This design comes from an exercise in tuning for small area and a short achievable clock period on the open sky130 flow, not from production work. Where RTL was checked, it was by simulation tests only, not by an equivalence proof against the original. The RTL of runs 1, 2 and 4 was laid out without a check of its function. Power figures rest on the tool's default switching activity, not on a simulated workload.

**design/flow/config.mk**
```make
export PLATFORM = sky130hd
export DESIGN_NAME = fpadder
export DESIGN_NICKNAME = fpadder
export VERILOG_FILES = /design/flow/design.v
export SDC_FILE = /design/flow/constraint.sdc
export NUM_CORES = 4
export LEC_CHECK = 0
export CAP_MARGIN = 20
export CORE_MARGIN = 2
export CORE_UTILIZATION = 65
export CTS_BUF_LIST = sky130_fd_sc_hd__clkbuf_4 sky130_fd_sc_hd__clkbuf_8
export CTS_CLUSTER_DIAMETER = 80
export CTS_CLUSTER_SIZE = 50
export SETUP_SLACK_MARGIN = 2.0
export SLEW_MARGIN = 20
export TNS_END_PERCENT = 0
```
**design/flow/constraint.sdc**
```tcl
create_clock -name core_clock -period 4.0 [get_ports {clk}]
set_input_delay 0.8000 -clock core_clock [delete_from_list [all_inputs] [get_ports {clk}]]
set_output_delay 0.8000 -clock core_clock [all_outputs]
set_load 0.01 [all_outputs]
```
**design/flow/design.v**
```verilog
module fpadder(input [15:0] A, input [15:0] B, input clk, input rst, output reg [15:0] C);
wire [4:0] ea = A[14:10], eb = B[14:10];
wire       gte  = ea > eb;
wire       abig = A[14:0] > B[14:0];
wire [4:0] dab = ea - eb;
wire [4:0] dba = eb - ea;
reg        sign1, sub1, abig1;
reg [4:0]  exp1, sh1;
reg [9:0]  ma1, mb1;
always @(posedge clk) begin
	sign1 <= abig ? A[15] : B[15];
	sub1  <= A[15] ^ B[15];
	abig1 <= abig;
	exp1  <= gte ? ea : eb;
	sh1   <= gte ? dab : dba;
	ma1   <= A[9:0];
	mb1   <= B[9:0];
end
wire [9:0]  xm1 = abig1 ? ma1 : mb1;
wire [9:0]  ym1 = abig1 ? mb1 : ma1;
wire [10:0] ys = {1'b1, ym1} >> sh1[3:0];
wire [10:0] yv = sh1[4] ? 11'd0 : ys;
reg        sign2, sub2;
reg [4:0]  exp2;    
reg [9:0]  xm2;
reg [10:0] ym2;
always @(posedge clk) begin
	sign2 <= sign1;
	sub2  <= sub1;
	exp2  <= exp1 + 5'd1;
	xm2   <= xm1;
	ym2   <= yv ^ {11{sub1}};
end
wire [12:0] s = {2'b01, xm2, 1'b1} + {sub2, ym2, sub2};
reg        sign3;
reg [4:0]  exp3;    
reg [11:0] s3;
always @(posedge clk) begin
	sign3 <= sign2;
	exp3  <= exp2;
	s3    <= s[12:1];
end
reg [3:0] k;
always @(*) begin
	casez (s3[11:1])
	11'b1??????????: k = 4'd0;
	11'b01?????????: k = 4'd1;
	11'b001????????: k = 4'd2;
	11'b0001???????: k = 4'd3;
	11'b00001??????: k = 4'd4;
	11'b000001?????: k = 4'd5;
	11'b0000001????: k = 4'd6;
	11'b00000001???: k = 4'd7;
	11'b000000001??: k = 4'd8;
	11'b0000000001?: k = 4'd9;
	11'b00000000001: k = 4'd10;
	default:         k = 4'd1;
	endcase
end
wire [12:0] w = {s3, 1'b0} << k;
wire [5:0]  en = {exp3, 1'b1} + {1'b1, ~k, 1'b1};    
wire [4:0]  e = en[5:1];
wire zero = ~sign3 && exp3 == 5'd1 && s3 == 12'h800;
always @(posedge clk)
	C <= {sign3, e[4:1], e[0] & ~zero, w[11:2]};
endmodule
```
**design/flow/flow/run.sh**
```bash
#!/bin/bash
# Standard layout, with plain buffers (not delay cells) on the ports.
set -euo pipefail
export BUFFER_PORTS_ARGS="-buffer_cell sky130_fd_sc_hd__buf_2"
bash standard.sh > standard.log 2>&1
```
**design/flow/standard.sh**
```bash
#!/bin/bash
# synth_recipe.tcl (not shown) runs the flow's synth.tcl, then flattens the netlist and writes it again
# the make line also repeats each setting of config.mk as NAME=value (left out here)
make -C /OpenROAD-flow-scripts/flow DESIGN_CONFIG=/design/flow/config.mk WORK_HOME=/design/flow/orfs CLKGATE_MAP_FILE= SYNTH_SCRIPT=/design/flow/synth_recipe.tcl "${@:-finish}"
```
==> impl_summary.txt, run 1 <==
----------------------------------------------------
[Power and ir drop]
  Pwr Density ... 695 nW/um^2
  Maximum ir drop on the vdd rail ... 0.000331 V
  Lkg Pwr ... 0.00247 uW

[Yosys]
  Post-synthesis cell type count ... 57
  Number of enable-type register cells in the synthesized netlist ... 0
  Mux cell area share after synthesis ... 14.2%
  Cell taking the most area after synthesis ... sky130_fd_sc_hd__dfxtp_1
  Synthesized area per cell ... 10.1 um^2
  Cells after synthesis ... 464
  Cell area after synthesis ... 4690 um^2
  Xor/xnor share of the synthesized area ... 4.86%
  Area share of the largest cell type after synthesis ... 40.6%
  Net count after synthesis ... 537
  Complex-gate fraction of the synthesized area ... 12.7%
  Yosys warning total ... 1
  Post-synthesis adder-cell area fraction ... 11.1%
  Combinational family with the most area after synthesis ... multiplexers
  Top-count cell post-synth ... sky130_fd_sc_hd__dfxtp_1
  Synthesized-area fraction occupied by and/or/nand/nor cells ... 11.1%
  Fraction of registers with async set or reset after synthesis ... 0%
  Most used DFF post-synth ... sky130_fd_sc_hd__dfxtp_1
  Cells taking the most area after synthesis ... sky130_fd_sc_hd__dfxtp_1 (41%), sky130_fd_sc_hd__ha_1 (9.3%), sky130_fd_sc_hd__mux4_2 (5.3%)
  Most used standard cells in the synthesized netlist ... sky130_fd_sc_hd__dfxtp_1 (95), sky130_fd_sc_hd__inv_1 (44), sky130_fd_sc_hd__ha_1 (35)
  #FFs+latches synth ... 95
  Register area share after synthesis ... 40.6%

[Clock network]
  Depth of the CTS H-tree ... 3
  Worst-skew pair later-pin latency ... 360 ps
  Clock transition at path regs ... 90 ps
  Maximum count of clock buffers along a single path ... 2
  CTS root buffer ... sky130_fd_sc_hd__clkbuf_8
  CTS tree ... done
  Total CTS buffers ... 9
  CTS sink cnt ... 95

[Place]
  Cell Area, Placed ... 5010 um^2
  Hpwl dp ... 6.89 mm
  Number of I/O port buffers ... 48
  Final estimated routing congestion in global placement ... 0.924
  Post-placement cell count ... 593

[Floorplanning]
  Top-Level Pins ... 50
  Die outline area ... 7900 um^2
  Row count ... 30
  Height of the die ... 88.9 um
  Area of the core ... 6870 um^2
  Initial Util ... 68.2%
  Die Wd ... 88.9 um

[GRT]
  Pin count of the biggest net entering global routing ... 18
  Wire length of the first global-routing pass ... 15.6 mm
  Via count of the first global-routing pass ... 3435
  Overflow after GRT ... 0
  Initial antenna violation count ... 0
  Gr usage total ... 25.9%

[Critical path]
  Crit. End Element ... flop
  Critical-path maximum fanout ... 9
  Nature of the critical path startpoint ... primary input
  Kind of critical path ... in -> reg
  Required time worst endpoint ... 4270 ps
  Launch point of the critical path ... B[11]
  Worst Path Arrival ... 2410 ps
  Startpoint of the worst-slack reg-to-reg timing path ... s3[7]
  Register-to-register path setup slack ... 1880 ps

[Timing]
  Period utilisation layout ... 53.5%
  Maximum frequency from static timing analysis ... 0.468 GHz
  # setup viols final ... 0
  Slew @ Worst Pin ... 588 ps
  Final Hold Violating Endpoints ... 0
  RSZ-0062 raised after global routing ... yes
  Final slew viol count ... 0
  Max transition margin ... 60.7%
  Final critical delay including setup and external delays ... 2140 ps
  Largest clock skew in the final design ... 11.3 ps
  Setup TNS Final ... 0 ps

[Layout]
  Layout Cell Area excl Fill ... 5640 um^2
  Sequential cell area ... 1930 um^2
  Total of fill cells in the finished design ... 414
  Final standard cell count with taps included and fillers excluded ... 633
  Footprint of the multi-input gates ... 2710 um^2
  Fraction of layout cells with a size suffix above 1 ... 30.5%
  Area growth syn-to-layout ... 20.3%
  Post-layout net count ... 605
  Count of inserted antenna diode cells ... 0

[Outcome]
  Status ... finished clean

[Routing]
  Total iterations of the first detailed-routing run ... 4
  Routed wirelength normalized by instance count ... 15.6 um
  Vias per Instance ... 5.69
  Residual DRC ... 0
  Total wire length ... 9.90 mm
  Detailed router's first-iteration violation count ... 127
  Detail Route Antenna Nets ... 0
  Via count of the routed design ... 3601

[Run]
  Max Cap Viol ... 0

[Worst hold path]
  Min-Delay Path Class ... reg -> reg
  Source of the worst hold timing path ... sign1

----------------------------------------------------
logic make-up (layout without fill, tap and decap cells):
group	after synthesis	count (layout)
adders and majority gates	39	39
and+or+nand+nor	105	105
AOI/OAI and AO/OA	88	88
xor gates and xnor gates	26	26
muxes	50	50
buffers and inverters	61	134
DFF	95	95
what timing repair did:
action	in CTS	in global routing
hold buffers	0	0
pin swaps	13	13
endpoints found under the hold margin	0	0
endpoints found under the setup margin	37	23
resized for setup	43	9
setup buffers	16	8
sequential cells by signal, indices dropped and copies added, names as in the netlist, 5 cells and up:
register  flops
mb1          10
exp3          5
exp1          5
ma1          10
C            16
s3           12
xm2          10
ym2          11
sh1           5
exp2          5
layout make-up:
class	count	area share [%]
inverters	45	3.26
well taps	96	2.13
repair buffers	73	8.34
clock buffers	10	2.33
flip-flops and latches	95	34.2
clock inverters	6	1.66
multi-input cells	308	48.1
worst max-delay path, stage by stage:
cell and delay [ps]:
sky130_fd_sc_hd__buf_2 140, sky130_fd_sc_hd__ha_4 290, sky130_fd_sc_hd__nand4_1 180, sky130_fd_sc_hd__buf_4 220, sky130_fd_sc_hd__o22ai_4 270, sky130_fd_sc_hd__mux2i_1 280
sky130_fd_sc_hd__xor2_1 220
layout by cell type (no fill, tap or decap), drive strengths merged, types with 3 or more instances in the layout:
master and count:
nor2 32, nor3 13, inv 46, buf 73, nand4 3, clkbuf 10, nand3 15, o21a 7
dfxtp 95, a21oi 23, mux2i 19, ha 35, fa 4, nand2 21, nor4 5, o221ai 3
mux4 11, or3 3, nor2b 3, mux2 20, a21o 7, o22ai 5, xnor2 14, o21ai 20
a211oi 3, xor2 12, nand2b 3, o211ai 6
power by group:
group / switching, uW / internal (uW)
clock: 328 / 363
sequential: 262 / 1230
combinational: 875 / 854
total: 1470 / 2450
layer usage:
| layer | wire length (um) | track usage (%) |
|---|---|---|
| met2 | 5270 | 46.9 |
| met4 | 150 | 9.37 |
| met3 | 424 | 6.28 |
| met1 | 4050 | 29.7 |
| met5 | 0 | 0 |
through the flow:
| stage | power, uW | hold slack, ps | setup WS (ps) | utilization [%] |
|---|---|---|---|---|
| after CTS | 3810 | 334 | 1890 | 80.5 |
| after global placement | 2880 | 310 | 1300 | 73.0 |
| after detailed placement | 2940 | 313 | 1290 | 73.0 |
| after floorplan | 2590 | 310 | 1710 | - |
| after global routing | 4150 | 342 | 1790 | 82.1 |
| final | 3920 | 333 | 1860 | 82.1 |
final timing paths:
kind / cells past startpoint / endpoint
worst min-delay path: 0 / sign2
worst max-delay path: 7 / sh1[4]
worst min register to register: 0 / sign2
worst max register to register: 7 / C[6]
==> run 2: changes to the inputs <==
--- a/design/flow/config.mk
+++ b/design/flow/config.mk
@@ -7,5 +7,6 @@
 export LEC_CHECK = 0
+export ABC_AREA = 1
 export CAP_MARGIN = 20
 export CORE_MARGIN = 2
-export CORE_UTILIZATION = 65
+export CORE_UTILIZATION = 40
 export CTS_BUF_LIST = sky130_fd_sc_hd__clkbuf_4 sky130_fd_sc_hd__clkbuf_8
@@ -13,3 +14,3 @@
 export CTS_CLUSTER_SIZE = 50
-export SETUP_SLACK_MARGIN = 2.0
+export SETUP_SLACK_MARGIN = 2.3
 export SLEW_MARGIN = 20
==> run 2 against run 1 <==
Net effect: sequential share of layout area decreased by 0.65 points; global-route usage is 9.6 points lower; first-iteration DRC count rose by 20%; clock power shrank 14%; die area rose by 64%; critical endpoint is now exp1[2]; largest power group unchanged.
==> impl_summary.txt, run 2 <==
----------------------------------------------------
[Outcome]
  Status ... finished clean

[Timing]
  Period utilisation layout ... 49.4%
  Maximum frequency from static timing analysis ... 0.506 GHz
  Final slew viol count ... 0
  Final Hold Violating Endpoints ... 0
  Max transition margin ... 73.2%
  Setup TNS Final ... 0 ps
  # setup viols final ... 0
  Slew @ Worst Pin ... 400 ps
  RSZ-0062 raised after global routing ... yes
  Largest clock skew in the final design ... 7.64 ps
  Final critical delay including setup and external delays ... 1980 ps

[Layout]
  Area growth syn-to-layout ... 19.1%
  Sequential cell area ... 1930 um^2
  Largest registers in the final layout ... C (16), s3 (12), ym2 (11)
  Footprint of the multi-input gates ... 2780 um^2
  Total of fill cells in the finished design ... 1184
  Utilization after layout ... 48.2%
  Register containing the most flip-flops in the final layout ... C
  Post-layout net count ... 744
  Leading cell types in the layout, fill and taps excluded ... sky130_fd_sc_hd__nand2_1 (132), sky130_fd_sc_hd__dfxtp_1 (86), sky130_fd_sc_hd__nand3_1 (58)
  Count of inserted antenna diode cells ... 0
  Number of flip-flops in the largest register ... 16
  Fraction of layout cells with a size suffix above 1 ... 24.7%
  Commonest non-fill, non-tap cell in the layout ... sky130_fd_sc_hd__nand2_1

[Floorplanning]
  Initial Util ... 40.5%
  Height of the die ... 114 um
  Row count ... 40
  Top-Level Pins ... 50
  Area of the core ... 11900 um^2
  Die outline area ... 13000 um^2
  Die Wd ... 114 um

[Power and ir drop]
  Sw frac ... 41.5%
  Internal power ... 2290 uW
  Fraction of power consumed by combinational cells ... 47.6%
  Total power ... 3910 uW
  Share of power burned in the clock network ... 15.2%
  Part of the total power dissipated in sequential elements ... 37.3%
  Pwr Density ... 681 nW/um^2
  Net switching power ... 1620 uW
  Maximum ir drop on the vdd rail ... 0.000214 V
  Lkg Pwr ... 0.00278 uW

[GRT]
  Gr usage total ... 16.4%
  Via count of the first global-routing pass ... 3757
  Pin count of the biggest net entering global routing ... 28
  Initial antenna violation count ... 0
  Overflow after GRT ... 0
  Wire length of the first global-routing pass ... 16.8 mm

[Place]
  Number of I/O port buffers ... 48
  Final estimated routing congestion in global placement ... 0.949
  Hpwl dp ... 7.92 mm

[Run]
  Max Cap Viol ... 0

[Critical path]
  Crit. End Element ... flop
  Critical-path maximum fanout ... 7
  Required time worst endpoint ... 4240 ps
  Library cell contributing the largest single delay on the critical path ... sky130_fd_sc_hd__ha_4
  Worst Path Arrival ... 2220 ps
  Register-to-register path setup slack ... 2070 ps
  Delay of the slowest critical-path stage ... 250 ps
  Critical-path cell list ... buf_4, inv_8, ha_4, a21oi_1, o21ai_1, nor2_2, nor2_4, buf_4, nand2_1, o21ai_0
  Nature of the critical path startpoint ... primary input
  Startpoint of the worst-slack reg-to-reg timing path ... s3[10]
  Worst r2r dst ... C[14]
  Most used cell, CP ... sky130_fd_sc_hd__buf_4
  Kind of critical path ... in -> reg
  R2R depth ... 10

[Routing]
  Met2 routed WL ... 5.16 mm
  Top sig layer ... met4
  Routed wirelength normalized by instance count ... 12.3 um
  Total wire length ... 10.1 mm
  Detailed router's first-iteration violation count ... 152
  Via count of the routed design ... 3990
  Total iterations of the first detailed-routing run ... 5
  Met3 WL post-DR ... 397 um
  Vias per Instance ... 4.85
  Residual DRC ... 0
  Routed length on met1 ... 4.44 mm
  Detail Route Antenna Nets ... 0

[Clock network]
  CTS sink cnt ... 95
  Depth of the CTS H-tree ... 3
  Clock transition at path regs ... 80 ps
  Maximum count of clock buffers along a single path ... 2
  CTS tree ... done
  Worst-skew pair later-pin latency ... 360 ps
  Total CTS buffers ... 9
  CTS root buffer ... sky130_fd_sc_hd__clkbuf_8

[Yosys]
  Net count after synthesis ... 680
  Register area share after synthesis ... 39.4%
  Area share of the largest cell type after synthesis ... 39.4%
  Cells taking the most area after synthesis ... sky130_fd_sc_hd__dfxtp_1 (39%), sky130_fd_sc_hd__nand2_1 (11%), sky130_fd_sc_hd__ha_1 (9.1%)
  Cell taking the most area after synthesis ... sky130_fd_sc_hd__dfxtp_1
  Cell area after synthesis ... 4820 um^2
  Synthesized area per cell ... 7.95 um^2
  Yosys warning total ... 1
  Post-synthesis cell type count ... 45
  Top-count cell post-synth ... sky130_fd_sc_hd__nand2_1
  Most used standard cells in the synthesized netlist ... sky130_fd_sc_hd__nand2_1 (139), sky130_fd_sc_hd__dfxtp_1 (95), sky130_fd_sc_hd__inv_1 (60)
  #FFs+latches synth ... 95
  Cells after synthesis ... 607
  Most used DFF post-synth ... sky130_fd_sc_hd__dfxtp_1
  Fraction of registers with async set or reset after synthesis ... 0%
  Number of enable-type register cells in the synthesized netlist ... 0

[Worst hold path]
  Source of the worst hold timing path ... exp2[2]
  Min-Delay Path Class ... reg -> reg
  Endpoint of the worst hold-timing path ... exp3[2]
  Cell depth of the worst hold path ... 0

----------------------------------------------------
## run 2: per-stage QoR
stage          setup slack (ps)  cells  cell area (um^2)  hold WS (ps)
4_1_cts                    2050    816              5620           331
3_5_place_dp               1360    791              5240           312
3_3_place_gp               1370    791              5240           313
6_report                   2020    822              5740           331
5_1_grt                    1970    822              5740           337
2_1_floorplan              1920    607              4900           310
## run 2: final cells by class
type	instances	share of cell area, %
Clock buffer	13	3.11
Clock inverter	2	0.240
Inverter	70	4.84
Multi-Input combinational cell	430	48.5
Sequential cell	95	33.5
Tap cell	147	3.20
Timing Repair Buffer	65	6.62
## run 2: repair_timing
action	in CTS	in global routing
resized for setup	35	22
hold buffers	0	0
pin swaps	11	10
buffers inserted	10	6
endpoints found under the setup margin	32	37
## run 2: critical path, delay by kind of cell
kind | cells | cell delay [ps]
AND/OR/NAND/NOR | 3 | 410
buffers and inverters | 3 | 320
AO/OA/AOI/OAI | 3 | 430
adder cells (fa/ha/maj) | 1 | 250
## run 2: worst max-delay path by stage
stage | endpoint | start
2_1_floorplan | sh1[2] | A[12]
4_1_cts | C[14] | s3[10]
6_report | exp1[2] | A[12]
3_3_place_gp | sh1[3] | A[12]
5_1_grt | sh1[4] | A[12]
3_5_place_dp | sh1[3] | A[12]
## run 2: logic make-up (layout without fill, tap and decap cells)
| logic type | count (synthesis) | count (layout) | synth area share [%] |
|---|---|---|---|
| and+or+nand+nor | 277 | 277 | 27.8 |
| DFF | 95 | 95 | 39.4 |
| AOI/OAI and AO/OA | 83 | 83 | 9.13 |
| buffers and inverters | 82 | 150 | 7.19 |
| adders and majority gates | 39 | 39 | 10.7 |
| xor gates and xnor gates | 29 | 29 | 5.27 |
| muxes | 2 | 2 | 0.415 |
## run 2: metal layers
metal  up-vias  GRT usage, %
met4         0          6.10
met5         -             0
met2        71          29.1
met3         8          3.99
li1       2103             -
met1      1808          19.0
## run 2: power by group through the flow
stage | sequential (uW) | combinational, uW | clock (uW)
4_1_cts | 1450 | 1800 | 620
6_report | 1460 | 1860 | 593
2_1_floorplan | 1420 | 1330 | 0
3_3_place_gp | 1440 | 1650 | 0
3_5_place_dp | 1440 | 1670 | 0
5_1_grt | 1490 | 2100 | 656
==> run 3: changes to the inputs <==
--- a/design/flow/design.v
+++ b/design/flow/design.v
@@ -33,3 +33,2 @@
 end
-wire [12:0] s = {2'b01, xm2, 1'b1} + {sub2, ym2, sub2};
 reg        sign3;
@@ -40,3 +39,3 @@
 	exp3  <= exp2;
-	s3    <= s[12:1];
+	s3    <= {2'b01, xm2} + {sub2, ym2} + {11'd0, sub2};
 end
@@ -60,4 +59,3 @@
 wire [12:0] w = {s3, 1'b0} << k;
-wire [5:0]  en = {exp3, 1'b1} + {1'b1, ~k, 1'b1};    
-wire [4:0]  e = en[5:1];
+wire [4:0]  e = exp3 - {1'b0, k};
 wire zero = ~sign3 && exp3 == 5'd1 && s3 == 12'h800;
==> design/flow/config.mk (replaced) <==
export PLATFORM = sky130hd
export DESIGN_NAME = fpadder
export DESIGN_NICKNAME = fpadder
export VERILOG_FILES = /design/flow/design.v
export SDC_FILE = /design/flow/constraint.sdc
export NUM_CORES = 4
export LEC_CHECK = 0
export CAP_MARGIN = 20
export CORE_MARGIN = 2
export CORE_UTILIZATION = 40
export SETUP_SLACK_MARGIN = 2.0
export SLEW_MARGIN = 20
export TNS_END_PERCENT = 0
==> run 3 against run 2 <==
Net effect: first-iteration DRC count fell by 48%; combinational power fell by 19%; synthesized cell count fell by 25%; flip-flop and latch count did not move; count of clock-buffer cells in the layout fell by 1; critical path depth did not move; clock skew fell by 1.9 ps; final area fell by 3.4%; power fell by 3.0%; register-to-register slack got worse by 280 ps; wire length fell by 13%; critical path type is now reg -> reg; largest power group unchanged.
==> impl_summary.txt, run 3 <==
----------------------------------------------------
[Outcome]
  Status ... finished clean

[Timing]
  RSZ-0062 raised after global routing ... yes
  Final hold slack ... 322 ps
  Slew @ Worst Pin ... 608 ps
  Final Hold Violating Endpoints ... 0
  # setup viols final ... 0
  Largest clock skew in the final design ... 5.72 ps
  Maximum frequency from static timing analysis ... 0.453 GHz
  Final slew viol count ... 0
  Final critical delay including setup and external delays ... 2210 ps
  Max transition margin ... 59.4%
  Setup TNS Final ... 0 ps
  Period utilisation layout ... 55.2%

[Layout]
  Area growth syn-to-layout ... 21.8%
  Leading cell types in the layout, fill and taps excluded ... sky130_fd_sc_hd__dfxtp_1 (90), sky130_fd_sc_hd__buf_2 (40), sky130_fd_sc_hd__inv_1 (39)
  Number of flip-flops in the largest register ... 16
  Commonest non-fill, non-tap cell in the layout ... sky130_fd_sc_hd__dfxtp_1
  Fraction of layout cells with a size suffix above 1 ... 26.9%
  Total of fill cells in the finished design ... 1002
  Post-layout net count ... 590
  Final standard cell count with taps included and fillers excluded ... 660
  Count of inserted antenna diode cells ... 0
  Largest registers in the final layout ... C (16), s3 (12), ym2 (11)
  Register containing the most flip-flops in the final layout ... C

[Routing]
  Detailed router's first-iteration violation count ... 79
  Vias per Instance ... 5.10
  Residual DRC ... 0
  Routed wirelength normalized by instance count ... 13.4 um
  Detail Route Antenna Nets ... 0
  Total wire length ... 8.83 mm
  Total iterations of the first detailed-routing run ... 4
  Via count of the routed design ... 3369

[Yosys]
  Register area share after synthesis ... 41.8%
  Yosys warning total ... 1
  Fraction of registers with async set or reset after synthesis ... 0%
  Cell area after synthesis ... 4550 um^2
  Cell taking the most area after synthesis ... sky130_fd_sc_hd__dfxtp_1
  Cells after synthesis ... 456
  #FFs+latches synth ... 95
  Net count after synthesis ... 530
  Top-count cell post-synth ... sky130_fd_sc_hd__dfxtp_1
  Most used standard cells in the synthesized netlist ... sky130_fd_sc_hd__dfxtp_1 (95), sky130_fd_sc_hd__inv_1 (44), sky130_fd_sc_hd__ha_1 (35)
  Number of enable-type register cells in the synthesized netlist ... 0
  Synthesized area per cell ... 9.99 um^2
  Post-synthesis cell type count ... 63
  Area share of the largest cell type after synthesis ... 41.8%
  Cells taking the most area after synthesis ... sky130_fd_sc_hd__dfxtp_1 (42%), sky130_fd_sc_hd__ha_1 (9.6%), sky130_fd_sc_hd__mux2_2 (4.2%)
  Most used DFF post-synth ... sky130_fd_sc_hd__dfxtp_1

[Clock network]
  Maximum count of clock buffers along a single path ... 2
  Clock transition at path regs ... 60 ps
  Total CTS buffers ... 9
  CTS sink cnt ... 95
  CTS root buffer ... sky130_fd_sc_hd__clkbuf_16
  Depth of the CTS H-tree ... 3
  CTS tree ... done
  Worst-skew pair later-pin latency ... 330 ps

[GRT]
  Overflow after GRT ... 0
  Pin count of the biggest net entering global routing ... 15
  Gr usage total ... 14.7%
  Wire length of the first global-routing pass ... 15.0 mm
  Initial antenna violation count ... 0
  Via count of the first global-routing pass ... 3317

[Floorplanning]
  Row count ... 38
  Top-Level Pins ... 50
  Area of the core ... 11000 um^2
  Initial Util ... 41.5%
  Die Wd ... 111 um
  Die outline area ... 12300 um^2
  Height of the die ... 111 um

[Critical path]
  Critical-path cell list ... inv_1, fa_2, inv_1, fa_2, a21oi_4, o21ai_4, a2111oi_4, o31ai_2, a21oi_1, xor2_1
  Required time worst endpoint ... 4260 ps
  Worst path buffer plus inverter count ... 2
  Worst Path Arrival ... 2470 ps
  Crit. End Element ... flop
  R2R depth ... 10
  Kind of cell adding the most delay to the critical path ... compound AO/OA/AOI/OAI gates
  Kind of critical path ... reg -> reg
  Critical-path maximum fanout ... 2
  Library cell contributing the largest single delay on the critical path ... sky130_fd_sc_hd__a2111oi_4
  Nature of the critical path startpoint ... flop
  Delay of the slowest critical-path stage ... 420 ps
  Cell count along the critical path ... 10

[Power and ir drop]
  Lkg Pwr ... 0.00243 uW
  Pwr Density ... 684 nW/um^2
  Maximum ir drop on the vdd rail ... 0.000367 V

[Run]
  Max Cap Viol ... 0

[Worst hold path]
  Cell depth of the worst hold path ... 0
  Min-Delay Path Class ... reg -> reg

[Place]
  Post-placement cell count ... 632
  Final estimated routing congestion in global placement ... 0.849
  Hpwl dp ... 6.57 mm
  Number of I/O port buffers ... 48

----------------------------------------------------
==> run 3: worst paths after layout <==
| kind | startpoint | end | slack [ps] |
|---|---|---|---|
| worst max register to register | ym2[0] | s3[10] | 1790 |
| worst max-delay path | ym2[0] | s3[10] | 1790 |
| worst min-delay path | sign2 | sign3 | 320 |
| worst min register to register | sign2 | sign3 | 320 |
==> run 3: where the power goes <==
| part | switching [uW] | total [uW] | internal [uW] |
|---|---|---|---|
| Combinational | 777 | 1500 | 723 |
| Sequential | 223 | 1450 | 1220 |
| Clock | 334 | 848 | 514 |
==> run 3: what timing repair did <==
action / in CTS / in global routing
endpoints found under the setup margin: 27 / 31
setup buffers: 13 / 0
pin swaps: 15 / 8
resized for setup: 43 / 8
hold buffers: 0 / 0
==> run 3: kinds of logic (layout without fill, tap and decap cells) <==
| logic type | count (synthesis) | after routing | synth area share, % |
|---|---|---|---|
| AOI/OAI and AO/OA | 102 | 102 | 15.2 |
| DFF | 95 | 95 | 41.8 |
| and+or+nand+nor | 95 | 95 | 10.2 |
| buffers and inverters | 60 | 124 | 5.47 |
| adders and majority gates | 40 | 40 | 11.8 |
| muxes | 34 | 34 | 9.75 |
| xor gates and xnor gates | 30 | 30 | 5.77 |
==> run 3: through the flow <==
| step | util [%] | power, uW | worst slack (ps) | cell area (um^2) |
|---|---|---|---|---|
| floorplan | - | 2460 | 1740 | 4610 |
| global placement | 45.1 | 2760 | 1170 | 4960 |
| detailed placement | 45.1 | 2790 | 1170 | 4960 |
| CTS | 50.2 | 3770 | 1800 | 5510 |
| global route | 50.5 | 4060 | 1650 | 5550 |
| finish | 50.5 | 3800 | 1790 | 5550 |
==> run 3: final cells by class <==
| type | instances | area [um^2] | area share, % |
|---|---|---|---|
| Clock buffer | 12 | 256 | 4.62 |
| Clock inverter | 3 | 42.5 | 0.767 |
| Tap cell | 140 | 175 | 3.16 |
| Timing Repair Buffer | 63 | 415 | 7.49 |
| Multi-Input combinational cell | 301 | 2550 | 46.0 |
| Inverter | 46 | 193 | 3.47 |
| Sequential cell | 95 | 1910 | 34.4 |
==> run 3: routing by layer <==
layer  track usage (%)  up-vias  share of wire (%)
met2              25.7       68                 51
met1              17.3     1570                 44
met4              6.25        0                2.2
met5                 0        -                  0
met3              3.23       16                3.3
li1                  -     1715                  -
==> run 4: changes to the inputs <==
--- a/design/flow/design.v
+++ b/design/flow/design.v
@@ -1,16 +1,11 @@
 module fpadder(input [15:0] A, input [15:0] B, input clk, input rst, output reg [15:0] C);
-wire [4:0] ea = A[14:10], eb = B[14:10];
-wire       gte  = ea > eb;
-wire       abig = A[14:0] > B[14:0];
-wire [4:0] dab = ea - eb;
-wire [4:0] dba = eb - ea;
-reg        sign1, sub1, abig1;
-reg [4:0]  exp1, sh1;
+reg        sa1, sb1, abig1;
+reg [4:0]  eb1, d1;
 reg [9:0]  ma1, mb1;
 always @(posedge clk) begin
-	sign1 <= abig ? A[15] : B[15];
-	sub1  <= A[15] ^ B[15];
-	abig1 <= abig;
-	exp1  <= gte ? ea : eb;
-	sh1   <= gte ? dab : dba;
+	sa1   <= A[15];
+	sb1   <= B[15];
+	abig1 <= A[14:0] > B[14:0];
+	eb1   <= B[14:10];
+	d1    <= A[14:10] - B[14:10];
 	ma1   <= A[9:0];
@@ -20,4 +15,6 @@
 wire [9:0]  ym1 = abig1 ? mb1 : ma1;
+wire [4:0]  sh1 = abig1 ? d1 : -d1;
 wire [10:0] ys = {1'b1, ym1} >> sh1[3:0];
 wire [10:0] yv = sh1[4] ? 11'd0 : ys;
+wire        sub1 = sa1 ^ sb1;
 reg        sign2, sub2;
@@ -27,5 +24,5 @@
 always @(posedge clk) begin
-	sign2 <= sign1;
+	sign2 <= abig1 ? sa1 : sb1;
 	sub2  <= sub1;
-	exp2  <= exp1 + 5'd1;
+	exp2  <= eb1 + (abig1 ? d1 : 5'd0) + 5'd1;
 	xm2   <= xm1;
--- a/design/flow/config.mk
+++ b/design/flow/config.mk
@@ -9,3 +9,6 @@
 export CORE_MARGIN = 2
-export CORE_UTILIZATION = 40
+export CORE_UTILIZATION = 65
+export CTS_BUF_LIST = sky130_fd_sc_hd__clkbuf_4 sky130_fd_sc_hd__clkbuf_8
+export CTS_CLUSTER_DIAMETER = 80
+export CTS_CLUSTER_SIZE = 50
 export SETUP_SLACK_MARGIN = 2.0
==> run 4 against run 3 <==
Net effect: first-iteration DRC count is 58% higher; count of clock-buffer cells in the layout is 1 lower; synthesized cell count is 4.2% lower; register-to-register slack worse by 340 ps; still clean; sequential share of layout area is 2.8 points higher; flip-flop and latch count stayed put; final area is 7.4% lower; clock skew is 1.3 ps higher.
==> impl_summary.txt, run 4 <==
----------------------------------------------------
[Outcome]
  Status ... finished clean

[Layout]
  Fraction of layout cells with a size suffix above 1 ... 22.9%
  Leading cell types in the layout, fill and taps excluded ... sky130_fd_sc_hd__dfxtp_1 (90), sky130_fd_sc_hd__buf_2 (48), sky130_fd_sc_hd__inv_1 (42)
  Number of flip-flops in the largest register ... 16
  Area growth syn-to-layout ... 13.1%
  Register containing the most flip-flops in the final layout ... C
  Largest registers in the final layout ... C (16), s3 (12), ym2 (11)
  Count of inserted antenna diode cells ... 0
  Commonest non-fill, non-tap cell in the layout ... sky130_fd_sc_hd__dfxtp_1
  Total of fill cells in the finished design ... 498
  Post-layout net count ... 567

[Yosys]
  Number of enable-type register cells in the synthesized netlist ... 0
  Synthesized area per cell ... 10.4 um^2
  Area share of the largest cell type after synthesis ... 41.9%
  Fraction of registers with async set or reset after synthesis ... 0%
  Cell area after synthesis ... 4540 um^2
  Post-synthesis cell type count ... 62
  Most used standard cells in the synthesized netlist ... sky130_fd_sc_hd__dfxtp_1 (95), sky130_fd_sc_hd__inv_1 (43), sky130_fd_sc_hd__ha_1 (34)
  #FFs+latches synth ... 95
  Cells after synthesis ... 437
  Yosys warning total ... 1
  Top-count cell post-synth ... sky130_fd_sc_hd__dfxtp_1
  Register area share after synthesis ... 41.9%
  Cells taking the most area after synthesis ... sky130_fd_sc_hd__dfxtp_1 (42%), sky130_fd_sc_hd__ha_1 (9.4%), sky130_fd_sc_hd__xnor2_1 (5.0%)
  Most used DFF post-synth ... sky130_fd_sc_hd__dfxtp_1
  Cell taking the most area after synthesis ... sky130_fd_sc_hd__dfxtp_1
  Net count after synthesis ... 510

[GRT]
  Via count of the first global-routing pass ... 3172
  Wire length of the first global-routing pass ... 14.1 mm
  Overflow after GRT ... 0
  Initial antenna violation count ... 0
  Gr usage total ... 24.0%
  Pin count of the biggest net entering global routing ... 22

[Power and ir drop]
  Lkg Pwr ... 0.00232 uW
  Pwr Density ... 710 nW/um^2
  Maximum ir drop on the vdd rail ... 0.000318 V

[Clock network]
  Total CTS buffers ... 9
  CTS tree ... done
  Maximum count of clock buffers along a single path ... 2
  CTS sink cnt ... 95
  CTS root buffer ... sky130_fd_sc_hd__clkbuf_8
  Worst-skew pair later-pin latency ... 350 ps
  Clock transition at path regs ... 90 ps
  Depth of the CTS H-tree ... 3

[Floorplanning]
  Height of the die ... 87.6 um
  Initial Util ... 66.8%
  Die Wd ... 87.6 um
  Die outline area ... 7670 um^2
  Area of the core ... 6790 um^2
  Row count ... 30
  Top-Level Pins ... 50

[Timing]
  Max transition margin ... 45.9%
  Setup TNS Final ... 0 ps
  Final Hold Violating Endpoints ... 0
  Final hold slack ... 327 ps
  Final critical delay including setup and external delays ... 2550 ps
  Slew @ Worst Pin ... 806 ps
  RSZ-0062 raised after global routing ... yes
  Period utilisation layout ... 63.8%
  Largest clock skew in the final design ... 7.01 ps
  Final slew viol count ... 0
  Maximum frequency from static timing analysis ... 0.392 GHz
  # setup viols final ... 0

[Worst hold path]
  Source of the worst hold timing path ... exp2[4]
  Cell depth of the worst hold path ... 0
  Min-Delay Path Class ... reg -> reg
  Endpoint of the worst hold-timing path ... exp3[4]

[Routing]
  Vias per Instance ... 5.51
  Detailed router's first-iteration violation count ... 125
  Total iterations of the first detailed-routing run ... 4
  Via count of the routed design ... 3275
  Total wire length ... 8.65 mm
  Residual DRC ... 0
  Routed wirelength normalized by instance count ... 14.6 um
  Detail Route Antenna Nets ... 0

[Place]
  Number of I/O port buffers ... 48
  Final estimated routing congestion in global placement ... 0.927
  Hpwl dp ... 6.66 mm

[Critical path]
  Nature of the critical path startpoint ... flop
  Required time worst endpoint ... 4280 ps
  Startpoint of the worst-slack reg-to-reg timing path ... s3[4]
  Delay of the slowest critical-path stage ... 540 ps
  Worst r2r dst ... C[14]
  R2R depth ... 11
  Critical-path maximum fanout ... 7
  Kind of critical path ... reg -> reg
  Register-to-register path setup slack ... 1450 ps
  Critical-path cell list ... or4_4, o31ai_4, o21ba_4, o21ai_4, inv_2, ha_1, inv_1, fa_2, a21o_1, a21oi_2, xor2_1
  Library cell contributing the largest single delay on the critical path ... sky130_fd_sc_hd__or4_4
  Worst Path Arrival ... 2830 ps
  Crit. End Element ... flop

[Run]
  Max Cap Viol ... 0

----------------------------------------------------
-- run 4: cell types whose count changed in the layout (fill, tap and decap cells not counted), moves of 8 or more --
cell and change:
sky130_fd_sc_hd__xor2_1 -9, sky130_fd_sc_hd__clkbuf_16 -9, sky130_fd_sc_hd__nand2_1 -12, sky130_fd_sc_hd__clkbuf_8 +8
sky130_fd_sc_hd__o21ai_0 -8, sky130_fd_sc_hd__buf_2 +8, sky130_fd_sc_hd__xnor2_1 +9
-- run 4: worst max-delay path, delay by kind of cell, from the launching register on --
family	cells	cell delay [ps]
XOR/XNOR	1	170
adder cells (fa/ha/maj)	2	480
buffers and inverters	2	150
AO/OA/AOI/OAI	5	800
AND/OR/NAND/NOR	1	540
flip-flops	1	360
-- run 4: what timing repair did --
action                                  CTS  global route
endpoints found under the setup margin   36            37
setup buffers                             5             0
endpoints found under the hold margin     0             0
hold buffers                              0             0
pin swaps                                 6             1
resized for setup                         6             4
-- run 4: area by class of cell --
type                            count  area (um^2)  area share (%)
Multi-Input combinational cell    288         2460            48.0
Sequential cell                    95         1910            37.2
Timing Repair Buffer               56          300            5.85
Inverter                           44          165            3.22
Clock buffer                       11          145            2.83
Tap cell                           96          120            2.34
Clock inverter                      4         31.3           0.609
-- run 4: cell families (layout without fill, tap and decap cells) --
family,after synthesis,after routing,synth area share (%)
buf+inv,54,115,4.88
xor+xnor,31,31,5.98
simple gates,85,85,9.34
mux,41,41,12.1
fa+ha+maj,39,39,11.6
compound gates,92,92,14.3
flops,95,95,41.9
-- run 4: through the flow --
| step | instance area (um^2) | power [uW] | instances | utilization (%) | setup slack (ps) |
|---|---|---|---|---|---|
| floorplan | 4560 | 2640 | 437 | - | 1480 |
| global placement | 4890 | 2960 | 574 | 71.9 | 1300 |
| detailed placement | 4890 | 3010 | 574 | 71.9 | 1230 |
| CTS | 5120 | 3640 | 594 | 75.3 | 1410 |
| global route | 5130 | 3900 | 594 | 75.6 | 1380 |
| finish | 5130 | 3650 | 594 | 75.6 | 1450 |
-- run 4: report_power, final --
group | internal [uW] | switching, uW | leakage, uW
registers | 1230 | 222 | 0.000802
clock network | 249 | 319 | 0.0000815
logic | 779 | 847 | 0.00144
-- run 4: worst max path at each step --
stage	slack, ps	cells past startpoint	endpoint	from
6_report	1450	11	C[14]	s3[4]
5_1_grt	1380	11	C[14]	s3[4]
4_1_cts	1410	11	C[14]	s3[5]
3_5_place_dp	1230	11	C[14]	s3[4]
3_3_place_gp	1300	11	C[14]	s3[4]
2_1_floorplan	1480	12	C[14]	s3[6]
-- run 4: per-layer routing --
metal	GRT usage, %	share of wire, %	wire length [um]
met3	5.18	3.5	301
met4	9.79	2.3	202
met2	43.0	51	4420
met5	0	0	0
met1	27.7	43	3720
==> run 5: changes to the inputs <==
--- a/design/flow/design.v
+++ b/design/flow/design.v
@@ -30,2 +30,3 @@
 end
+wire [12:0] s = {2'b01, xm2, 1'b1} + {sub2, ym2, sub2};
 reg        sign3;
@@ -36,3 +37,3 @@
 	exp3  <= exp2;
-	s3    <= {2'b01, xm2} + {sub2, ym2} + {11'd0, sub2};
+	s3    <= s[12:1];
 end
@@ -56,3 +57,4 @@
 wire [12:0] w = {s3, 1'b0} << k;
-wire [4:0]  e = exp3 - {1'b0, k};
+wire [5:0]  en = {exp3, 1'b1} + {1'b1, ~k, 1'b1};    
+wire [4:0]  e = en[5:1];
 wire zero = ~sign3 && exp3 == 5'd1 && s3 == 12'h800;
==> run 5 against run 4 <==
Net effect: critical endpoint unchanged; setup slack gained 330 ps; power grew 4.9%; hold slack gained 4.1 ps; synthesized cell count grew 5.0%.
==> impl_summary.txt, run 5 <==
----------------------------------------------------
[Timing]
  Setup TNS Final ... 0 ps
  Worst-case setup margin in the final layout ... 1780 ps
  Final critical delay including setup and external delays ... 2220 ps
  Maximum frequency from static timing analysis ... 0.450 GHz
  Slew @ Worst Pin ... 876 ps
  # setup viols final ... 0
  RSZ-0062 raised after global routing ... yes
  Largest clock skew in the final design ... 5.88 ps
  Final Hold Violating Endpoints ... 0
  Final slew viol count ... 0
  Period utilisation layout ... 55.5%
  Max transition margin ... 41.2%

[Routing]
  Routed wirelength normalized by instance count ... 13.7 um
  Vias per Instance ... 5.46
  Total wire length ... 8.51 mm
  Residual DRC ... 0
  Detail Route Antenna Nets ... 0
  Total iterations of the first detailed-routing run ... 4
  Detailed router's first-iteration violation count ... 95
  Via count of the routed design ... 3386

[GRT]
  Initial antenna violation count ... 0
  Overflow after GRT ... 0
  Pin count of the biggest net entering global routing ... 18
  Wire length of the first global-routing pass ... 13.5 mm
  Met2 capacity usage during global routing ... 39.6%
  Busiest metal layer after global routing ... met2
  Via count of the first global-routing pass ... 2990
  Met1 usage ... 27.3%
  Global routing met3 resource utilization ... 4.24%
  Gr usage total ... 22.5%

[Critical path]
  Nature of the critical path startpoint ... flop
  Library cell contributing the largest single delay on the critical path ... sky130_fd_sc_hd__or4_4
  Crit. End Element ... flop
  Required time worst endpoint ... 4250 ps
  Critical-path maximum fanout ... 3
  Kind of critical path ... reg -> reg
  Delay of the slowest critical-path stage ... 560 ps
  Critical-path cell list ... or4_4, a21oi_4, a21o_4, inv_4, ha_4, fa_2, inv_1, a21o_1, a21oi_2, xor2_1
  Worst Path Arrival ... 2470 ps

[Yosys]
  Most used standard cells in the synthesized netlist ... sky130_fd_sc_hd__dfxtp_1 (95), sky130_fd_sc_hd__inv_1 (43), sky130_fd_sc_hd__nor2_1 (38)
  Fraction of registers with async set or reset after synthesis ... 0%
  Yosys warning total ... 1
  Synthesized area per cell ... 10.0 um^2
  Net count after synthesis ... 532
  Number of enable-type register cells in the synthesized netlist ... 0
  Post-synthesis cell type count ... 55
  Cells after synthesis ... 459
  Most used DFF post-synth ... sky130_fd_sc_hd__dfxtp_1
  Top-count cell post-synth ... sky130_fd_sc_hd__dfxtp_1
  Register area share after synthesis ... 41.4%
  #FFs+latches synth ... 95
  Cell area after synthesis ... 4590 um^2
  Cell taking the most area after synthesis ... sky130_fd_sc_hd__dfxtp_1
  Cells taking the most area after synthesis ... sky130_fd_sc_hd__dfxtp_1 (41%), sky130_fd_sc_hd__ha_1 (9.5%), sky130_fd_sc_hd__xnor2_1 (5.5%)
  Area share of the largest cell type after synthesis ... 41.4%

[Worst hold path]
  Min-Delay Path Class ... reg -> reg

[Layout]
  Largest registers in the final layout ... C (16), s3 (12), ym2 (11)
  Post-layout net count ... 593
  Number of flip-flops in the largest register ... 16
  Area growth syn-to-layout ... 15.0%
  Register containing the most flip-flops in the final layout ... C
  Count of inserted antenna diode cells ... 0
  Total of fill cells in the finished design ... 486
  Commonest non-fill, non-tap cell in the layout ... sky130_fd_sc_hd__dfxtp_1
  Final standard cell count with taps included and fillers excluded ... 620
  Fraction of layout cells with a size suffix above 1 ... 25.2%
  Utilization after layout ... 77.3%
  Leading cell types in the layout, fill and taps excluded ... sky130_fd_sc_hd__dfxtp_1 (86), sky130_fd_sc_hd__buf_2 (48), sky130_fd_sc_hd__inv_1 (42)

[Floorplanning]
  Area of the core ... 6830 um^2
  Die Wd ... 88.0 um
  Top-Level Pins ... 50
  Row count ... 30
  Height of the die ... 88.0 um
  Die outline area ... 7750 um^2
  Initial Util ... 67.2%

[Place]
  Hpwl dp ... 6.31 mm
  Final estimated routing congestion in global placement ... 0.882
  Post-placement cell count ... 595
  Number of I/O port buffers ... 48
  Post-Place Worst Slack ... 1170 ps

[Clock network]
  Depth of the CTS H-tree ... 3
  Clock transition at path regs ... 90 ps
  Total CTS buffers ... 9
  Worst-skew pair later-pin latency ... 350 ps
  CTS tree ... done
  CTS sink cnt ... 95
  CTS root buffer ... sky130_fd_sc_hd__clkbuf_8
  Maximum count of clock buffers along a single path ... 2

[Power and ir drop]
  Lkg Pwr ... 0.00236 uW
  Maximum ir drop on the vdd rail ... 0.000250 V
  Pwr Density ... 725 nW/um^2

[Outcome]
  Status ... finished clean

[Run]
  Max Cap Viol ... 0

----------------------------------------------------
[run 5: changes by cell type after synthesis, sizes merged, moves of 4 or more]
cell    before  now
o211ai       4    0
nor2        27   38
xnor2       26   31
nand2       16   25
o21ai        8   18
[run 5: cell type report]
cell class	instances	area [um^2]	area share [%]
Clock buffer	9	124	2.35
Clock inverter	6	45.0	0.853
Inverter	45	171	3.25
Multi-Input combinational cell	308	2550	48.3
Sequential cell	95	1920	36.4
Tap cell	96	120	2.28
Timing Repair Buffer	61	345	6.54
[run 5: worst paths after layout]
path	from	end	slack (ps)	cells after the start
worst max-delay path	s3[8]	C[14]	1780	10
worst min-delay path	sign2	sign3	330	0
worst max register to register	s3[8]	C[14]	1780	10
worst min register to register	sign2	sign3	330	0
[run 5: layer usage]
layer / vias up / share of wire (%)
met5: - / 0
met4: 0 / 2.6
met3: 23 / 3.7
met2: 94 / 49
met1: 1544 / 44
li1: 1725 / -
[run 5: per-stage QoR]
step           power (uW)  instance area (um^2)  hold slack [ps]
2_1_floorplan        2700                  4610              310
3_3_place_gp         3010                  4920              310
3_5_place_dp         3070                  4920              312
4_1_cts              3750                  5220              335
5_1_grt              4070                  5280              340
6_report             3820                  5280              331
[run 5: what timing repair did]
item	CTS	global route
endpoints found under the setup margin	31	30
hold buffers	0	0
buffers inserted	9	1
pin swaps	4	3
resized for setup	17	12
[run 5: cell families after synthesis]
family          after synthesis  share of synthesized area (%)
compound gates               83                           11.7
simple gates                115                           12.3
flops                        95                           41.4
xor+xnor                     33                           6.62
fa+ha+maj                    39                           11.3
mux                          38                           11.2
buf+inv                      56                           5.37
[run 5: power by group]
group	switching [uW]	leakage (uW)	internal, uW	total, uW
registers	205	0.000803	1240	1440
logic	958	0.00147	872	1830
clock network	325	0.0000781	225	551
[run 5: worst max-delay path: cells and delay by family (launching register included)]
family | cells | cell delay (ps)
and+or+nand+nor | 1 | 560
AOI/OAI and AO/OA | 4 | 490
adders and majority gates | 2 | 490
DFF | 1 | 330
xor gates and xnor gates | 1 | 140
buffers and inverters | 2 | 100
==> run 6: changes to the inputs <==
--- a/design/flow/config.mk
+++ b/design/flow/config.mk
@@ -7,2 +7,3 @@
 export LEC_CHECK = 0
+export ABC_AREA = 1
 export CAP_MARGIN = 20
==> run 6 against run 5 <==
Net effect: largest cell class unchanged; wire length up 16%; register-to-register slack better by 270 ps; still clean on timing, DRC and antenna; sequential power barely moved; die area grew 2.8%; largest power group unchanged.
==> impl_summary.txt, run 6 <==
----------------------------------------------------
[Layout]
  Fraction of layout cells with a size suffix above 1 ... 20.5%
  Total of fill cells in the finished design ... 580
  Post-layout net count ... 732
  Count of inserted antenna diode cells ... 0
  Register containing the most flip-flops in the final layout ... C
  Number of flip-flops in the largest register ... 16
  Area growth syn-to-layout ... 16.6%
  Leading cell types in the layout, fill and taps excluded ... sky130_fd_sc_hd__nand2_1 (140), sky130_fd_sc_hd__dfxtp_1 (84), sky130_fd_sc_hd__inv_1 (65)
  Commonest non-fill, non-tap cell in the layout ... sky130_fd_sc_hd__nand2_1
  Utilization after layout ... 77.2%
  Largest registers in the final layout ... C (16), s3 (12), ym2 (11)

[Outcome]
  Status ... finished clean

[Critical path]
  Kind of critical path ... reg -> reg
  Endpoint of the worst setup timing path ... ym2[0]
  Required time worst endpoint ... 4270 ps
  Launch point of the critical path ... abig1
  Library cell contributing the largest single delay on the critical path ... sky130_fd_sc_hd__dfxtp_4
  Worst path buffer plus inverter count ... 1
  Startpoint of the worst-slack reg-to-reg timing path ... abig1
  Critical-path maximum fanout ... 19
  Nature of the critical path startpoint ... flop
  Most used cell, CP ... sky130_fd_sc_hd__nand2_1
  Worst Path Arrival ... 2220 ps
  Kind of cell adding the most delay to the critical path ... compound AO/OA/AOI/OAI gates
  Crit. End Element ... flop
  Cell count along the critical path ... 12
  Register-to-register path setup slack ... 2050 ps
  R2R depth ... 12
  Worst r2r dst ... ym2[0]
  Delay of the slowest critical-path stage ... 420 ps
  Critical-path cell list ... inv_2, nand2_1, o21ai_1, nand2_1, o21ai_1, nand2_1, o21ai_1, nand2_1, a21oi_2, nand2_1, nand2_1, nand2_1

[Power and ir drop]
  Pwr Density ... 725 nW/um^2
  Maximum ir drop on the vdd rail ... 0.000251 V
  Total power ... 3990 uW
  Lkg Pwr ... 0.00276 uW

[Timing]
  Final Hold Violating Endpoints ... 0
  Maximum frequency from static timing analysis ... 0.513 GHz
  Slew @ Worst Pin ... 828 ps
  Max transition margin ... 44.6%
  Largest clock skew in the final design ... 7.93 ps
  Final critical delay including setup and external delays ... 1950 ps
  RSZ-0062 raised after global routing ... yes
  Final slew viol count ... 0
  Setup TNS Final ... 0 ps
  Final hold slack ... 334 ps
  # setup viols final ... 0
  Period utilisation layout ... 48.7%

[Place]
  Final estimated routing congestion in global placement ... 0.902
  Number of I/O port buffers ... 48
  Hpwl dp ... 7.33 mm

[Clock network]
  CTS sink cnt ... 95
  Worst-skew pair later-pin latency ... 360 ps
  Maximum count of clock buffers along a single path ... 2
  Depth of the CTS H-tree ... 3
  CTS root buffer ... sky130_fd_sc_hd__clkbuf_8
  Total CTS buffers ... 9
  CTS tree ... done
  Clock transition at path regs ... 90 ps

[Floorplanning]
  Initial Util ... 66.2%
  Die Wd ... 89.3 um
  Area of the core ... 7140 um^2
  Die outline area ... 7970 um^2
  Height of the die ... 89.3 um
  Row count ... 31
  Top-Level Pins ... 50

[Yosys]
  Yosys warning total ... 1
  Cells taking the most area after synthesis ... sky130_fd_sc_hd__dfxtp_1 (40%), sky130_fd_sc_hd__nand2_1 (11%), sky130_fd_sc_hd__ha_1 (9.3%)
  Number of enable-type register cells in the synthesized netlist ... 0
  #FFs+latches synth ... 95
  Area share of the largest cell type after synthesis ... 40.3%
  Cell taking the most area after synthesis ... sky130_fd_sc_hd__dfxtp_1
  Net count after synthesis ... 669
  Top-count cell post-synth ... sky130_fd_sc_hd__nand2_1
  Fraction of registers with async set or reset after synthesis ... 0%
  Most used DFF post-synth ... sky130_fd_sc_hd__dfxtp_1
  Cell area after synthesis ... 4720 um^2
  Most used standard cells in the synthesized netlist ... sky130_fd_sc_hd__nand2_1 (144), sky130_fd_sc_hd__dfxtp_1 (95), sky130_fd_sc_hd__inv_1 (66)
  Synthesized area per cell ... 7.93 um^2
  Post-synthesis cell type count ... 40
  Cells after synthesis ... 596
  Register area share after synthesis ... 40.3%

[GRT]
  Busiest metal layer after global routing ... met2
  Gr usage total ... 24.7%
  Initial antenna violation count ... 0
  Global routing met3 resource utilization ... 4.99%
  Met1 usage ... 29.7%
  Pin count of the biggest net entering global routing ... 34
  Met2 capacity usage during global routing ... 44.1%
  Via count of the first global-routing pass ... 3515
  Wire length of the first global-routing pass ... 15.3 mm
  Overflow after GRT ... 0

[Routing]
  Routed wirelength normalized by instance count ... 12.9 um
  Vias per Instance ... 5.29
  Residual DRC ... 0
  Total wire length ... 9.86 mm
  Via count of the routed design ... 4035
  Detail Route Antenna Nets ... 0
  Detailed router's first-iteration violation count ... 154
  Total iterations of the first detailed-routing run ... 5

[Run]
  Max Cap Viol ... 0

[Worst hold path]
  Min-Delay Path Class ... reg -> reg

----------------------------------------------------
run 6: worst register-to-register path, stage by stage (launching register included):
cell                      delay (ps)
sky130_fd_sc_hd__dfxtp_4         420
sky130_fd_sc_hd__inv_2           300
sky130_fd_sc_hd__nand2_1          90
sky130_fd_sc_hd__o21ai_1         120
sky130_fd_sc_hd__nand2_1          80
sky130_fd_sc_hd__o21ai_1         110
sky130_fd_sc_hd__nand2_1          80
sky130_fd_sc_hd__o21ai_1         150
sky130_fd_sc_hd__nand2_1         120
sky130_fd_sc_hd__a21oi_2         200
sky130_fd_sc_hd__nand2_1          80
sky130_fd_sc_hd__nand2_1          70
sky130_fd_sc_hd__nand2_1          50
run 6: per-stage QoR:
step	instances	cell area, um^2	worst slack [ps]
final	763	5510	2050
after global routing	763	5510	1920
after CTS	750	5320	1890
after detailed placement	730	5010	1150
after global placement	730	5010	1220
after floorplan	596	4720	2000
run 6: how the worst min path moves through the flow:
stage | depth (start not counted) | start | endpoint | slack (ps)
after floorplan | 0 | exp2[0] | exp3[0] | 310
final | 0 | exp2[3] | exp3[3] | 330
after global placement | 0 | sign2 | sign3 | 310
after detailed placement | 0 | sign2 | sign3 | 310
after CTS | 0 | exp2[1] | exp3[1] | 340
after global routing | 0 | exp2[0] | exp3[0] | 340
run 6: what timing repair did:
| item | 4_1_cts | 5_1_grt |
|---|---|---|
| pin swaps | 4 | 5 |
| cloned | 0 | 0 |
| hold buffers | 0 | 0 |
| buffers inserted | 4 | 13 |
| setup endpoints to repair | 20 | 20 |
| gates resized for setup | 20 | 25 |
run 6: logic make-up after synthesis:
kind of cell             synth area share, %
AO/OA/AOI/OAI                           9.77
AND/OR/NAND/NOR                         25.8
buffers and inverters                   7.63
flip-flops                              40.3
XOR/XNOR                                5.54
adder cells (fa/ha/maj)                 11.0
run 6: cell type report:
| cell class | count | area (um^2) | area share, % |
|---|---|---|---|
| sequential | 95 | 1940 | 35.1 |
| inverter | 74 | 284 | 5.15 |
| multi-input combinational | 414 | 2570 | 46.6 |
| clock inverter | 7 | 100 | 1.82 |
| clock buffer | 9 | 124 | 2.25 |
| tap | 99 | 124 | 2.25 |
| timing repair buffer | 65 | 374 | 6.79 |
run 6: power breakdown:
part	switching, uW	total, uW	internal (uW)
Clock	338	698	360
Combinational	1110	1860	751
Sequential	181	1430	1250
run 6: layer usage:
layer | routed length, um | part of all wire, % | vias to the layer above
met5 | 0 | 0 | -
met4 | 157 | 1.6 | 0
met3 | 413 | 4.2 | 17
met2 | 5100 | 52 | 110
met1 | 4190 | 43 | 1833
li1 | - | - | 2075
==> run 7: changes to the inputs <==
--- a/design/flow/config.mk
+++ b/design/flow/config.mk
@@ -7,3 +7,2 @@
 export LEC_CHECK = 0
-export ABC_AREA = 1
 export CAP_MARGIN = 20
@@ -14,3 +13,3 @@
 export CTS_CLUSTER_SIZE = 50
-export SETUP_SLACK_MARGIN = 2.0
+export SETUP_SLACK_MARGIN = 1.7
 export SLEW_MARGIN = 20
==> run 7 against run 6 <==
Net effect: still clean; final area decreased by 6.7%; combinational power decreased by 9%; maximum frequency decreased by 19%; core utilization decreased by 2.0 points; synthesized cell count decreased by 23%; area after synthesis decreased by 2.8%; flip-flop and latch count unchanged; sequential power about the same; cell count decreased by 20%; die area decreased by 2.7%; critical path depth decreased by 2; largest cell class unchanged.
==> impl_summary.txt, run 7 <==
----------------------------------------------------
[Power and ir drop]
  Lkg Pwr ... 0.00231 uW
  Fraction of power consumed by combinational cells ... 46.2%
  Sw frac ... 38.5%
  Share of power burned in the clock network ... 14.9%
  Part of the total power dissipated in sequential elements ... 38.9%
  Maximum ir drop on the vdd rail ... 0.000247 V
  Pwr Density ... 712 nW/um^2
  Internal power ... 2250 uW
  Net switching power ... 1410 uW

[Yosys]
  Cell area after synthesis ... 4590 um^2
  Fraction of registers with async set or reset after synthesis ... 0%
  Number of enable-type register cells in the synthesized netlist ... 0
  #FFs+latches synth ... 95
  Most used standard cells in the synthesized netlist ... sky130_fd_sc_hd__dfxtp_1 (95), sky130_fd_sc_hd__inv_1 (43), sky130_fd_sc_hd__nor2_1 (38)
  Net count after synthesis ... 532
  Synthesized area per cell ... 10.0 um^2
  Yosys warning total ... 1
  Area share of the largest cell type after synthesis ... 41.4%
  Most used DFF post-synth ... sky130_fd_sc_hd__dfxtp_1
  Cells taking the most area after synthesis ... sky130_fd_sc_hd__dfxtp_1 (41%), sky130_fd_sc_hd__ha_1 (9.5%), sky130_fd_sc_hd__xnor2_1 (5.5%)
  Register area share after synthesis ... 41.4%
  Top-count cell post-synth ... sky130_fd_sc_hd__dfxtp_1
  Cell taking the most area after synthesis ... sky130_fd_sc_hd__dfxtp_1
  Post-synthesis cell type count ... 55
  Cells after synthesis ... 459

[Layout]
  Commonest non-fill, non-tap cell in the layout ... sky130_fd_sc_hd__dfxtp_1
  Largest registers in the final layout ... C (16), s3 (12), ym2 (11)
  Count of inserted antenna diode cells ... 0
  Total of fill cells in the finished design ... 509
  Fraction of layout cells with a size suffix above 1 ... 22.2%
  Leading cell types in the layout, fill and taps excluded ... sky130_fd_sc_hd__dfxtp_1 (91), sky130_fd_sc_hd__buf_2 (48), sky130_fd_sc_hd__inv_1 (42)
  Layout Cell Area excl Fill ... 5140 um^2
  Sequential cell area ... 1910 um^2
  Post-layout net count ... 586
  Number of flip-flops in the largest register ... 16
  Area growth syn-to-layout ... 12.0%
  Utilization after layout ... 75.2%
  Register containing the most flip-flops in the final layout ... C
  Footprint of the multi-input gates ... 2490 um^2

[Clock network]
  Total CTS buffers ... 9
  Maximum count of clock buffers along a single path ... 2
  Depth of the CTS H-tree ... 3
  Clock transition at path regs ... 90 ps
  CTS sink cnt ... 95
  CTS tree ... done
  CTS root buffer ... sky130_fd_sc_hd__clkbuf_8
  Worst-skew pair later-pin latency ... 340 ps

[Critical path]
  Worst Path Arrival ... 2640 ps
  Nature of the critical path startpoint ... flop
  Crit. End Element ... flop
  Critical-path cell list ... or4_4, a21oi_4, a21o_4, inv_4, ha_4, fa_2, inv_1, a21o_1, a21oi_2, xor2_1
  Delay of the slowest critical-path stage ... 570 ps
  Launch point of the critical path ... s3[11]
  Startpoint of the worst-slack reg-to-reg timing path ... s3[11]
  Library cell contributing the largest single delay on the critical path ... sky130_fd_sc_hd__or4_4
  Worst r2r dst ... C[14]
  R2R depth ... 10
  Required time worst endpoint ... 4240 ps
  Register-to-register path setup slack ... 1600 ps
  Kind of critical path ... reg -> reg
  Critical-path maximum fanout ... 10

[GRT]
  Pin count of the biggest net entering global routing ... 18
  Wire length of the first global-routing pass ... 13.2 mm
  Gr usage total ... 22.1%
  Overflow after GRT ... 0
  Initial antenna violation count ... 0
  Via count of the first global-routing pass ... 2936

[Worst hold path]
  Source of the worst hold timing path ... sign2
  Endpoint of the worst hold-timing path ... sign3
  Min-Delay Path Class ... reg -> reg
  Cell depth of the worst hold path ... 0

[Timing]
  Slew @ Worst Pin ... 865 ps
  RSZ-0062 raised after global routing ... yes
  Final critical delay including setup and external delays ... 2400 ps
  Maximum frequency from static timing analysis ... 0.417 GHz
  Period utilisation layout ... 59.9%
  Final hold slack ... 331 ps
  Final slew viol count ... 0
  # setup viols final ... 0
  Final Hold Violating Endpoints ... 0
  Largest clock skew in the final design ... 4.08 ps
  Setup TNS Final ... 0 ps
  Max transition margin ... 41.9%

[Routing]
  Total iterations of the first detailed-routing run ... 4
  Routed wirelength normalized by instance count ... 13.2 um
  Detailed router's first-iteration violation count ... 87
  Vias per Instance ... 5.40
  Via count of the routed design ... 3313
  Residual DRC ... 0
  Total wire length ... 8.07 mm
  Detail Route Antenna Nets ... 0

[Outcome]
  Status ... finished clean

[Floorplanning]
  Die outline area ... 7750 um^2
  Height of the die ... 88.0 um
  Initial Util ... 67.2%
  Area of the core ... 6830 um^2
  Top-Level Pins ... 50
  Row count ... 30
  Die Wd ... 88.0 um

[Run]
  Max Cap Viol ... 0

[Place]
  Final estimated routing congestion in global placement ... 0.882
  Cell Area, Placed ... 4920 um^2
  Hpwl dp ... 6.31 mm
  Number of I/O port buffers ... 48

----------------------------------------------------
-- run 7: repair_timing --
action | 4_1_cts | 5_1_grt
cloned | 0 | 0
setup endpoints to repair | 21 | 16
endpoints found under the hold margin | 0 | 0
hold buffers | 0 | 0
gates resized for setup | 3 | 4
buffers inserted | 1 | 2
pin swaps | 1 | 2
-- run 7: stage by stage --
stage | std cells | total power [uW] | setup WS (ps)
floorplan | 459 | 2700 | 1670
global placement | 595 | 3010 | 1230
detailed placement | 595 | 3070 | 1170
CTS | 611 | 3640 | 1600
global route | 613 | 3920 | 1530
finish | 613 | 3660 | 1600
-- run 7: how the worst max path moves through the flow --
stage,slack [ps],to,depth (start not counted)
4_1_cts,1600,C[14],10
3_3_place_gp,1230,C[14],10
6_report,1600,C[14],10
3_5_place_dp,1170,C[14],10
2_1_floorplan,1670,C[14],11
5_1_grt,1530,s3[11],9
-- run 7: cells by family after synthesis --
family	synth area share, %
multiplexers	11.2
buffers and inverters	5.37
flip-flops	41.4
AO/OA/AOI/OAI	11.7
AND/OR/NAND/NOR	12.3
XOR/XNOR	6.62
adder cells (fa/ha/maj)	11.3
-- run 7: routing by layer --
layer	global-route usage, %	routed length [um]	part of all wire (%)
met1	26.3	3580	44
met5	0	0	0
met3	4.62	333	4.1
met4	7.85	108	1.3
met2	39.4	4050	50
-- run 7: power by group through the flow --
stage / Sequential [uW] / Combinational, uW / Clock [uW]
global placement: 1430 / 1580 / 0
global route: 1450 / 1860 / 604
floorplan: 1420 / 1280 / 0
detailed placement: 1440 / 1630 / 0
CTS: 1420 / 1660 / 562
finish: 1430 / 1690 / 545
-- run 7: worst max-delay path, delay by kind of cell (launching register included) --
family                   cells  cell delay [ps]
XOR/XNOR                     1              140
AO/OA/AOI/OAI                4              550
AND/OR/NAND/NOR              1              570
buffers and inverters        2              120
adder cells (fa/ha/maj)      2              550
flip-flops                   1              350
-- run 7: cell type report --
type / instances / share of cell area, %
inverters: 45 / 3.33
flip-flops and latches: 95 / 37.1
clock inverters: 6 / 0.876
well taps: 96 / 2.34
clock buffers: 9 / 2.41
repair buffers: 54 / 5.55
multi-input cells: 308 / 48.4

[what the ideal ports hide]
No port has a modelled driver above. Below, the same layouts with a new extraction and two added sets of constraints. Step 1 sets driving cells, clkbuf_16 on the clock port and buf_2 on the other inputs (assumed; they add their load-dependent delay and slew). Step 2 also shifts input and output timing later by t, the mid clock arrival at the registers, as if the neighbouring blocks saw the same clock. Three values: no drivers, after step 1, after step 2; two values: the first two.
run	t (ns)	setup WS [ns]	worst slew at a driven data input, ns
run 1	0.385	1.862 / 1.861 / 1.476	0.04
run 2	0.394	2.023 / 2.028 / 1.635	0.03
run 3	0.364	1.790 / 1.771 / 1.406	0.06
run 4	0.381	1.449 / 1.449 / 1.449	0.03
run 5	0.377	1.779 / 1.779 / 1.558	0.03
run 6	0.388	2.052 / 2.052 / 1.835	0.03
run 7	0.369	1.603 / 1.603 / 1.559	0.03
After both steps setup and hold are still met in every run listed. The setup slack of run 2, which loses most, moves by +0.005 ns with the drivers and by -0.388 ns with both steps.
